What follows belongs to an exercise in optimizing a design on an open flow for small area; a production flow would make more cautious choices. The RTL was checked by simulation tests, not by an equivalence proof against the original design. No activity file was given, so power comes from the tool's default toggle rates.

--- flow/design.v ---
`timescale 1ns / 1ps
module ALU(
    input                   [31 : 0]            alu_src0,
    input                   [31 : 0]            alu_src1,
    input                   [ 4 : 0]            alu_op,
    output      reg         [31 : 0]            alu_res
    );
    always @(*) begin
        case(alu_op)
            5'B00000  :
                alu_res = alu_src0 + alu_src1;
            5'B00010  :
                alu_res = alu_src0 - alu_src1;
            5'B00100  :
                alu_res = ($signed(alu_src0) < $signed(alu_src1));
            5'B00101  :
                alu_res = (alu_src0 < alu_src1);
            5'B01001  :
                alu_res = alu_src0 & alu_src1;
            5'B01010  :
                alu_res = alu_src0 | alu_src1;
            5'B01011  :
                alu_res = alu_src0 ^ alu_src1;
            5'B01110  :
                alu_res = alu_src0 << alu_src1[4:0];
            5'B01111  :
                alu_res = alu_src0 >> alu_src1[4:0];
            5'B10000  :
                alu_res = $signed(alu_src0) >>> alu_src1[4:0];
            5'B11110 :
                alu_res = alu_src1;
            default :
                alu_res = 32'H0;
        endcase
    end
endmodule
`timescale 1ns / 1ps
module DECODER(
    input                           [31 : 0]            inst,
    output              reg         [ 4 : 0]            alu_op,
    output              reg         [31 : 0]            imm,
    output              reg         [ 4 : 0]            rf_ra0,
    output              reg         [ 4 : 0]            rf_ra1,
    output              reg         [ 4 : 0]            rf_wa,
    output              reg         [ 0 : 0]            rf_we,
    output              reg         [ 0 : 0]            alu_src0_sel,        
    output              reg         [ 0 : 0]            alu_src1_sel         
);
    always @(*) begin
        alu_op       = 5'b11111;
        imm          = 32'h0;
        rf_ra0       = inst[19:15];
        rf_ra1       = inst[24:20];
        rf_wa        = inst[11:7];
        rf_we        = 1'b0;
        alu_src0_sel = 1'b0;
        alu_src1_sel = 1'b0;
        case (inst[6:0])
            7'b0110011 : case (inst[14:12])
                3'b000: case (inst[31:25])
                    7'b0000000: begin alu_op = 5'B00000; rf_we = 1'b1; end  
                    7'b0100000: begin alu_op = 5'B00010; rf_we = 1'b1; end  
                    default: ;
                endcase
                3'b001: if (inst[31:25] == 7'b0000000) begin alu_op = 5'B01110;  rf_we = 1'b1; end  
                3'b010: if (inst[31:25] == 7'b0000000) begin alu_op = 5'B00100;  rf_we = 1'b1; end  
                3'b011: if (inst[31:25] == 7'b0000000) begin alu_op = 5'B00101; rf_we = 1'b1; end  
                3'b100: if (inst[31:25] == 7'b0000000) begin alu_op = 5'B01011;  rf_we = 1'b1; end  
                3'b101: case (inst[31:25])
                    7'b0000000: begin alu_op = 5'B01111; rf_we = 1'b1; end  
                    7'b0100000: begin alu_op = 5'B10000; rf_we = 1'b1; end  
                    default: ;
                endcase
                3'b110: if (inst[31:25] == 7'b0000000) begin alu_op = 5'B01010;   rf_we = 1'b1; end  
                3'b111: if (inst[31:25] == 7'b0000000) begin alu_op = 5'B01001;  rf_we = 1'b1; end  
                default: ;
            endcase
            7'b0010011 : begin
                imm          = {{20{inst[31]}}, inst[31:20]};
                alu_src1_sel = 1'b1;
                case (inst[14:12])
                    3'b000: begin alu_op = 5'B00000;  rf_we = 1'b1; end  
                    3'b010: begin alu_op = 5'B00100;  rf_we = 1'b1; end  
                    3'b011: begin alu_op = 5'B00101; rf_we = 1'b1; end  
                    3'b100: begin alu_op = 5'B01011;  rf_we = 1'b1; end  
                    3'b110: begin alu_op = 5'B01010;   rf_we = 1'b1; end  
                    3'b111: begin alu_op = 5'B01001;  rf_we = 1'b1; end  
                    3'b001: begin
                        imm = {27'h0, inst[24:20]};
                        if (inst[31:25] == 7'b0000000) begin alu_op = 5'B01110; rf_we = 1'b1; end  
                    end
                    3'b101: begin
                        imm = {27'h0, inst[24:20]};
                        if (inst[31:25] == 7'b0000000) begin alu_op = 5'B01111; rf_we = 1'b1; end  
                        if (inst[31:25] == 7'b0100000) begin alu_op = 5'B10000; rf_we = 1'b1; end  
                    end
                    default: ;
                endcase
            end
            7'b0110111 : begin
                alu_op       = 5'b11110;
                imm          = {inst[31:12], 12'h0};
                rf_we        = 1'b1;
                alu_src1_sel = 1'b1;
            end  
            7'b0010111 : begin
                alu_op       = 5'B00000;
                imm          = {inst[31:12], 12'h0};
                rf_we        = 1'b1;
                alu_src0_sel = 1'b1;
                alu_src1_sel = 1'b1;
            end  
            default: ;
        endcase
    end
endmodule
`timescale 1ns / 1ps
module PC(
    input                   [ 0 : 0]            clk,
    input                   [ 0 : 0]            rst,
    input                   [ 0 : 0]            en,
    input                   [31 : 0]            npc,
    output      reg         [31 : 0]            pc
    );
    always @(posedge clk) begin
        if (rst)
            pc <= 32'h00400000;
        else if (en)
            pc <= npc;
        else
            pc <= pc;
end
endmodule
`timescale 1ns / 1ps
module MUX(
    input                   [ 0 : 0 ]   sel,
    input                   [ 31: 0 ]   src0, src1,
    output                  [ 31: 0 ]   res
    );
    assign res = sel ? src1 : src0;
endmodule
`timescale 1ns / 1ps
module REG_FILE(
    input                   [ 0 : 0]        clk,
    input                   [ 4 : 0]        rf_ra0,
    input                   [ 4 : 0]        rf_ra1,   
    input                   [ 4 : 0]        rf_wa,
    input                   [ 0 : 0]        rf_we,
    input                   [31 : 0]        rf_wd,
    output                  [31 : 0]        rf_rd0,
    output                  [31 : 0]        rf_rd1,
    input                   [ 4 : 0]        dbg_reg_ra,
    output                  [31 : 0]        dbg_reg_rd
    );
    reg [31:0] reg_file [31:0];
    assign rf_rd0 = reg_file[rf_ra0];
    assign rf_rd1 = reg_file[rf_ra1];
    always @(posedge clk) begin
        if(rf_we)
            reg_file[rf_wa] <= rf_wd;
        else
            reg_file[rf_wa] <= reg_file[rf_wa];
        reg_file[0] <= 32'b0;
    end
    assign dbg_reg_rd = reg_file[dbg_reg_ra];
endmodule
`timescale 1ns / 1ps
module CPU (
    input                   [ 0 : 0]            clk,
    input                   [ 0 : 0]            rst,
    input                   [ 0 : 0]            global_en,
    output                  [31 : 0]            imem_raddr,
    input                   [31 : 0]            imem_rdata,
    input                   [31 : 0]            dmem_rdata,
    output                  [ 0 : 0]            dmem_we,
    output                  [31 : 0]            dmem_addr,
    output                  [31 : 0]            dmem_wdata,
    output                  [ 0 : 0]            commit,
    output                  [31 : 0]            commit_pc,
    output                  [31 : 0]            commit_inst,
    output                  [ 0 : 0]            commit_halt,
    output                  [ 0 : 0]            commit_reg_we,
    output                  [ 4 : 0]            commit_reg_wa,
    output                  [31 : 0]            commit_reg_wd,
    output                  [ 0 : 0]            commit_dmem_we,
    output                  [31 : 0]            commit_dmem_wa,
    output                  [31 : 0]            commit_dmem_wd,
    input                   [ 4 : 0]            debug_reg_ra,
    output                  [31 : 0]            debug_reg_rd
);
    wire[4:0]   alu_op;
    wire[31:0]  imm;
    wire[31:0]  pc_wire;
    wire[0:0]   sel_0, sel_1;
    wire[0:0]   rf_we;
    wire[4:0]   rf_ra0, rf_ra1, rf_wa;
    wire[31:0]  rf_rd1, rf_rd0;
    wire[31:0]  alu_src0, alu_src1, alu_res;
    wire[31:0] npc;
    wire[0:0]  rf_we_en;
    assign imem_raddr = pc_wire;
    assign npc = pc_wire + 32'd4;
    assign rf_we_en = rf_we & global_en & ~rst;
    assign dmem_we    = 1'b0;
    assign dmem_addr  = 32'h0;
    assign dmem_wdata = 32'h0;
    DECODER decoder(
        .inst(imem_rdata),
        .alu_op(alu_op),
        .imm(imm),
        .rf_ra0(rf_ra0),
        .rf_ra1(rf_ra1),
        .rf_wa(rf_wa),
        .rf_we(rf_we),
        .alu_src0_sel(sel_0),
        .alu_src1_sel(sel_1)
    );
    PC pc(
        .clk(clk), 
        .rst(rst),
        .en(global_en),
        .npc(npc),
        .pc(pc_wire)
    );
    MUX mux_0(
        .sel(sel_0),
        .src0(rf_rd0),
        .src1(pc_wire),
        .res(alu_src0)
    );
    MUX mux_1(
        .sel(sel_1),
        .src0(rf_rd1),
        .src1(imm),
        .res(alu_src1)
    );
    REG_FILE reg_file(
        .clk(clk),
        .rf_ra0(rf_ra0),
        .rf_ra1(rf_ra1),   
        .rf_wa(rf_wa),
        .rf_we(rf_we_en),
        .rf_wd(alu_res),
        .rf_rd0(rf_rd0),
        .rf_rd1(rf_rd1),
        .dbg_reg_ra(debug_reg_ra),
        .dbg_reg_rd(debug_reg_rd)
    );
    ALU alu(
        .alu_src0(alu_src0),
        .alu_src1(alu_src1),
        .alu_op(alu_op),
        .alu_res(alu_res)
    );
    reg  [ 0 : 0]   commit_reg          ;
    reg  [31 : 0]   commit_pc_reg       ;
    reg  [31 : 0]   commit_inst_reg     ;
    reg  [ 0 : 0]   commit_halt_reg     ;
    reg  [ 0 : 0]   commit_reg_we_reg   ;
    reg  [ 4 : 0]   commit_reg_wa_reg   ;
    reg  [31 : 0]   commit_reg_wd_reg   ;
    always @(posedge clk) begin
        if (rst) begin
            commit_reg          <= 1'B0;
            commit_pc_reg       <= 32'H0;
            commit_inst_reg     <= 32'H0;
            commit_halt_reg     <= 1'B0;
            commit_reg_we_reg   <= 1'B0;
            commit_reg_wa_reg   <= 5'H0;
            commit_reg_wd_reg   <= 32'H0;
        end
        else if (global_en) begin
            commit_reg          <= 1'B1;
            commit_pc_reg       <= pc_wire;
            commit_inst_reg     <= imem_rdata;
            commit_halt_reg     <= (imem_rdata == 32'H00100073);    
            commit_reg_we_reg   <= rf_we;
            commit_reg_wa_reg   <= rf_wa;
            commit_reg_wd_reg   <= alu_res;
        end
        else
            commit_reg          <= 1'B0;
    end
    assign commit           = commit_reg;
    assign commit_pc        = commit_pc_reg;
    assign commit_inst      = commit_inst_reg;
    assign commit_halt      = commit_halt_reg;
    assign commit_reg_we    = commit_reg_we_reg;
    assign commit_reg_wa    = commit_reg_wa_reg;
    assign commit_reg_wd    = commit_reg_wd_reg;
    assign commit_dmem_we   = 1'B0;
    assign commit_dmem_wa   = 32'H0;
    assign commit_dmem_wd   = 32'H0;
endmodule
--- flow/run.sh ---
#!/bin/bash
# synth_recipe.tcl (not shown) runs the flow's synth.tcl, then flattens the netlist and writes it again
# the make line also repeats each setting of config.mk as NAME=value (left out here)
make -C /OpenROAD-flow-scripts/flow DESIGN_CONFIG=/design/flow/config.mk WORK_HOME=/design/flow/orfs CLKGATE_MAP_FILE= SYNTH_SCRIPT=/design/flow/synth_recipe.tcl finish
--- flow/config.mk ---
export PLATFORM = sky130hd
export DESIGN_NAME = CPU
export DESIGN_NICKNAME = CPU
export VERILOG_FILES = /design/flow/design.v
export SDC_FILE = /design/flow/constraint.sdc
export NUM_CORES = 4
export LEC_CHECK = 0
export CAP_MARGIN = 20
export CORE_MARGIN = 2
export CORE_UTILIZATION = 40
export SLEW_MARGIN = 20
--- flow/constraint.sdc ---
create_clock -name core_clock -period 9.0 [get_ports {clk}]
set_input_delay 1.8000 -clock core_clock [delete_from_list [all_inputs] [get_ports {clk}]]
set_output_delay 1.8000 -clock core_clock [all_outputs]
set_load 0.01 [all_outputs]
==> summary.txt <==
Global routing
  – Total Routing Usage GR: 0.323
  – Global route hottest layer: met2
  – First-pass GRT wire length: 411 mm
  – Grt ovf: 0
  – GR Util met1: 0.416
  – Met2 GRT Util: 0.499
  – Vias in the first global route: 51,300
  – Largest net degree at the start of global routing: 110
  – Met3 Use GR: 0.0781
  – Initial antenna violation count: 13

Clock network
  – Hold buffer count at CTS: 0
  – # resized after CTS: 0
  – CTS tree: yes
  – Reg clk slew, reported paths: 60 ps
  – Clk sink count: 1,119
  – Clk buf depth: 3
  – Number of CTS-inserted buffers: 130
  – Worst-Skew Late Latency: 800 ps
  – H-Tree Depth: 4
  – CTS Root Buffer Type: clkbuf_16
  – Post-CTS setup buffers: 0

Logic synthesis
  – Ys Warns: 5
  – Largest family of logic cells by synthesized area: multiplexers
  – XOR/XNOR Fraction of Synth Area: 0.00604
  – Syn_area_per_cell: 13.7 µm²
  – Sequential area share after synthesis: 0.455
  – Post-Synth Adder-Cell Area: 0.0183
  – Post-Syn Area: 0.0711 mm²
  – Number of library cell types mapped by synthesis: 118
  – Compound-Gate Fraction of Synth Area: 0.104
  – Top_reg_cell synth: edfxtp_1
  – Post-synth EDFFs: 992
  – Async SR Flop Fraction: 0
  – Post-synthesis mux area share: 0.300
  – Post-Synth Simple-Gate Area: 0.0623
  – Post-Syn Instances: 5,197
  – Yosys reg bits: 1,119

Timing
  – Fmax: 129 MHz
  – Setup TNS: 0 ps
  – Max-slew violations: 0
  – Slew HR: 0.188
  – Final worst slack: 1260 ps
  – Fin Clk Skew: 50.2 ps
  – Fin crit share: 0.860
  – Hold slack final: 449 ps
  – Slew of the pin with the lowest slew margin: 1210 ps
  – RSZ-0062 raised after global routing: no
  – Final Hold Viols: 0
  – Min Tclk post-route: 7740 ps
  – Setup-failing EPs final: 0

Critical path
  – Type of destination of the critical path: flip-flop
  – Worst r2r dst: reg_file.reg_file[14][30]
  – Setup slack, reg-to-reg: 2580 ps
  – RR Startpoint: reg_file.reg_file[9][3]
  – Worst Setup Start Kind: input pin
  – Worst Path Max Fanout: 31
  – Reg2reg path depth: 22
  – Critical path type: in2reg
  – Crit path arrival time: 8220 ps
  – Req. time, crit path: 9480 ps

Hold path
  – Hold_sp: commit_halt_reg
  – Hold path depth: 2
  – Hold Path Class: reg2reg
  – Hold EP: commit_halt_reg

Route
  – Initial DRT Pass Iterations: 6
  – Vias per cell: 6.82
  – Wirelength per Cell: 37.6 µm
  – DRC violation count after routing: 0
  – Vias: 54,000
  – Antenna-violating nets left: 0
  – Starting DRT DRC Count: 8,295
  – Final wirelength: 298 mm

Final layout
  – Max reg flops: 992
  – # nets final: 5,653
  – Layout cell share with drive strength beyond 1: 0.279
  – Final std cell area, no fill: 0.0811 mm²
  – Area Overhead vs Synth: 14.1%

Run status
  – Outcome: no timing/DRC/antenna violations

Pwr
  – Max VDD drop: 0.164 mV
  – Final Power: 0.0138 W
  – PwrDens: 170 mW/mm²
  – Leakage: 29.0 nW

Floorplanning
  – Initial Util: 0.403
  – Ports: 370
  – Die area: 0.181 mm²
  – Row cnt: 154
  – Die X: 426 µm
  – Core Box Area: 0.176 mm²
  – Die height: 426 µm

Placement
  – Hpwl dp: 205 mm
  – Post-Place Setup Slack: 681 ps
  – Placer congestion estimate: 1.02
  – IO Port Bufs: 203
  – DP Area: 0.0768 mm²

Flow run
  – Max Cap Violations: 0
-- critical path, stage by stage --
cell and delay [ps]:
clkdlybuf4s50_1 450, buf_12 200, inv_4 240, nor2_1 90, o311ai_1 710, a221o_1 670
inv_1 220, buf_4 230, ha_1 220, or2_2 280, o221ai_1 270, a211oi_1 130
buf_4 180, o21ai_0 170, buf_4 170, a21o_1 200, nor4_1 80, buf_4 160
o41ai_1 660, a32oi_1 230, xnor2_1 220, a21oi_1 240, nand2_1 130, buf_12 180
-- per-stage QoR --
stage          std cells  utilization
6_report            7921        0.460
5_1_grt             7920        0.460
4_1_cts             7918        0.460
3_5_place_dp        7684        0.435
3_3_place_gp        7681        0.435
2_1_floorplan       5330            -
-- final cells by class --
class	count	area (µm²)
diodes	1	2.50
clock buffers	163	3470
clock inverters	71	787
fillers	15500	95200
inverters	108	420
multi-input cells	3528	35700
flip-flops and latches	1119	32300
well taps	2340	2930
repair buffers	591	5430
-- routing by layer --
metal / share of wire / routed length [µm]
met5: 0.00034 / 100
met4: 0.069 / 20500
met3: 0.12 / 34800
met2: 0.45 / 134000
met1: 0.36 / 108000
-- Yosys cell counts, drive strengths merged (28+ instances only) --
library cell,instances,area share
mux2,170,0.027
a211oi,37,0.0042
inv,105,0.0057
mux2i,445,0.063
nand3,82,0.0058
buf,400,0.039
nand2,273,0.014
a31oi,35,0.0031
o211ai,46,0.0049
clkbuf,175,0.0093
o31ai,28,0.0033
o22ai,52,0.0047
a221oi,39,0.0050
a311oi,33,0.0044
ha,101,0.018
nor2,335,0.018
edfxtp,992,0.42
nor3,65,0.0047
a22oi,115,0.012
nor2b,33,0.0029
a21oi,158,0.011
dfxtp,127,0.036
o21ai,133,0.0097
mux4,662,0.21
a22o,83,0.010
-- cells in the final DEF (no fill, tap or decap), types with 22 or more instances in the layout --
master and instances:
a211oi_1 32, a21o_1 25, a21oi_1 158, a221oi_1 37, a22o_1 83, a22oi_1 114, a311oi_1 29, a31oi_1 33
and3_1 26, buf_12 34, buf_4 354, clkbuf_1 28, clkbuf_16 134, clkdlybuf4s50_1 188, clkinv_2 27, conb_1 134
dfxtp_1 127, edfxtp_1 992, ha_1 101, inv_1 95, mux2_2 169, mux2i_1 437, mux4_2 662, nand2_1 272
nand2b_1 22, nand3_1 82, nor2_1 297, nor2_4 32, nor2b_1 26, nor3_1 62, nor4_1 22, o211ai_1 46
o21ai_0 115, o221ai_1 24, o22ai_1 50, o31ai_1 25, xnor2_1 24, xor2_1 25
-- power breakdown --
group | internal [W] | total [W] | switching (W) | leakage (nW)
clock network | 0.00305 | 0.00535 | 0.00230 | 2.07
logic | 0.00101 | 0.00276 | 0.00175 | 16.1
registers | 0.00567 | 0.00568 | 0.0000136 | 10.8
-- cell families (layout without fill, tap and decap cells) --
family,Yosys count,in the layout
flip-flops,1119,1119
XOR/XNOR,49,49
buffers and inverters,683,933
multiplexers,1277,1277
AO/OA/AOI/OAI,1001,1001
adder cells (fa/ha/maj),103,103
AND/OR/NAND/NOR,964,964
other,1,135
-- worst max-delay path by stage --
stage | slack (ps) | start | end
CTS | 1470 | imem_rdata[20] | reg_file.reg_file[30][30]
floorplan | 820 | imem_rdata[20] | reg_file.reg_file[10][28]
global placement | 670 | imem_rdata[20] | reg_file.reg_file[10][30]
detailed placement | 680 | imem_rdata[20] | reg_file.reg_file[10][30]
global route | 1050 | imem_rdata[20] | reg_file.reg_file[26][30]
finish | 1260 | imem_rdata[23] | reg_file.reg_file[14][30]
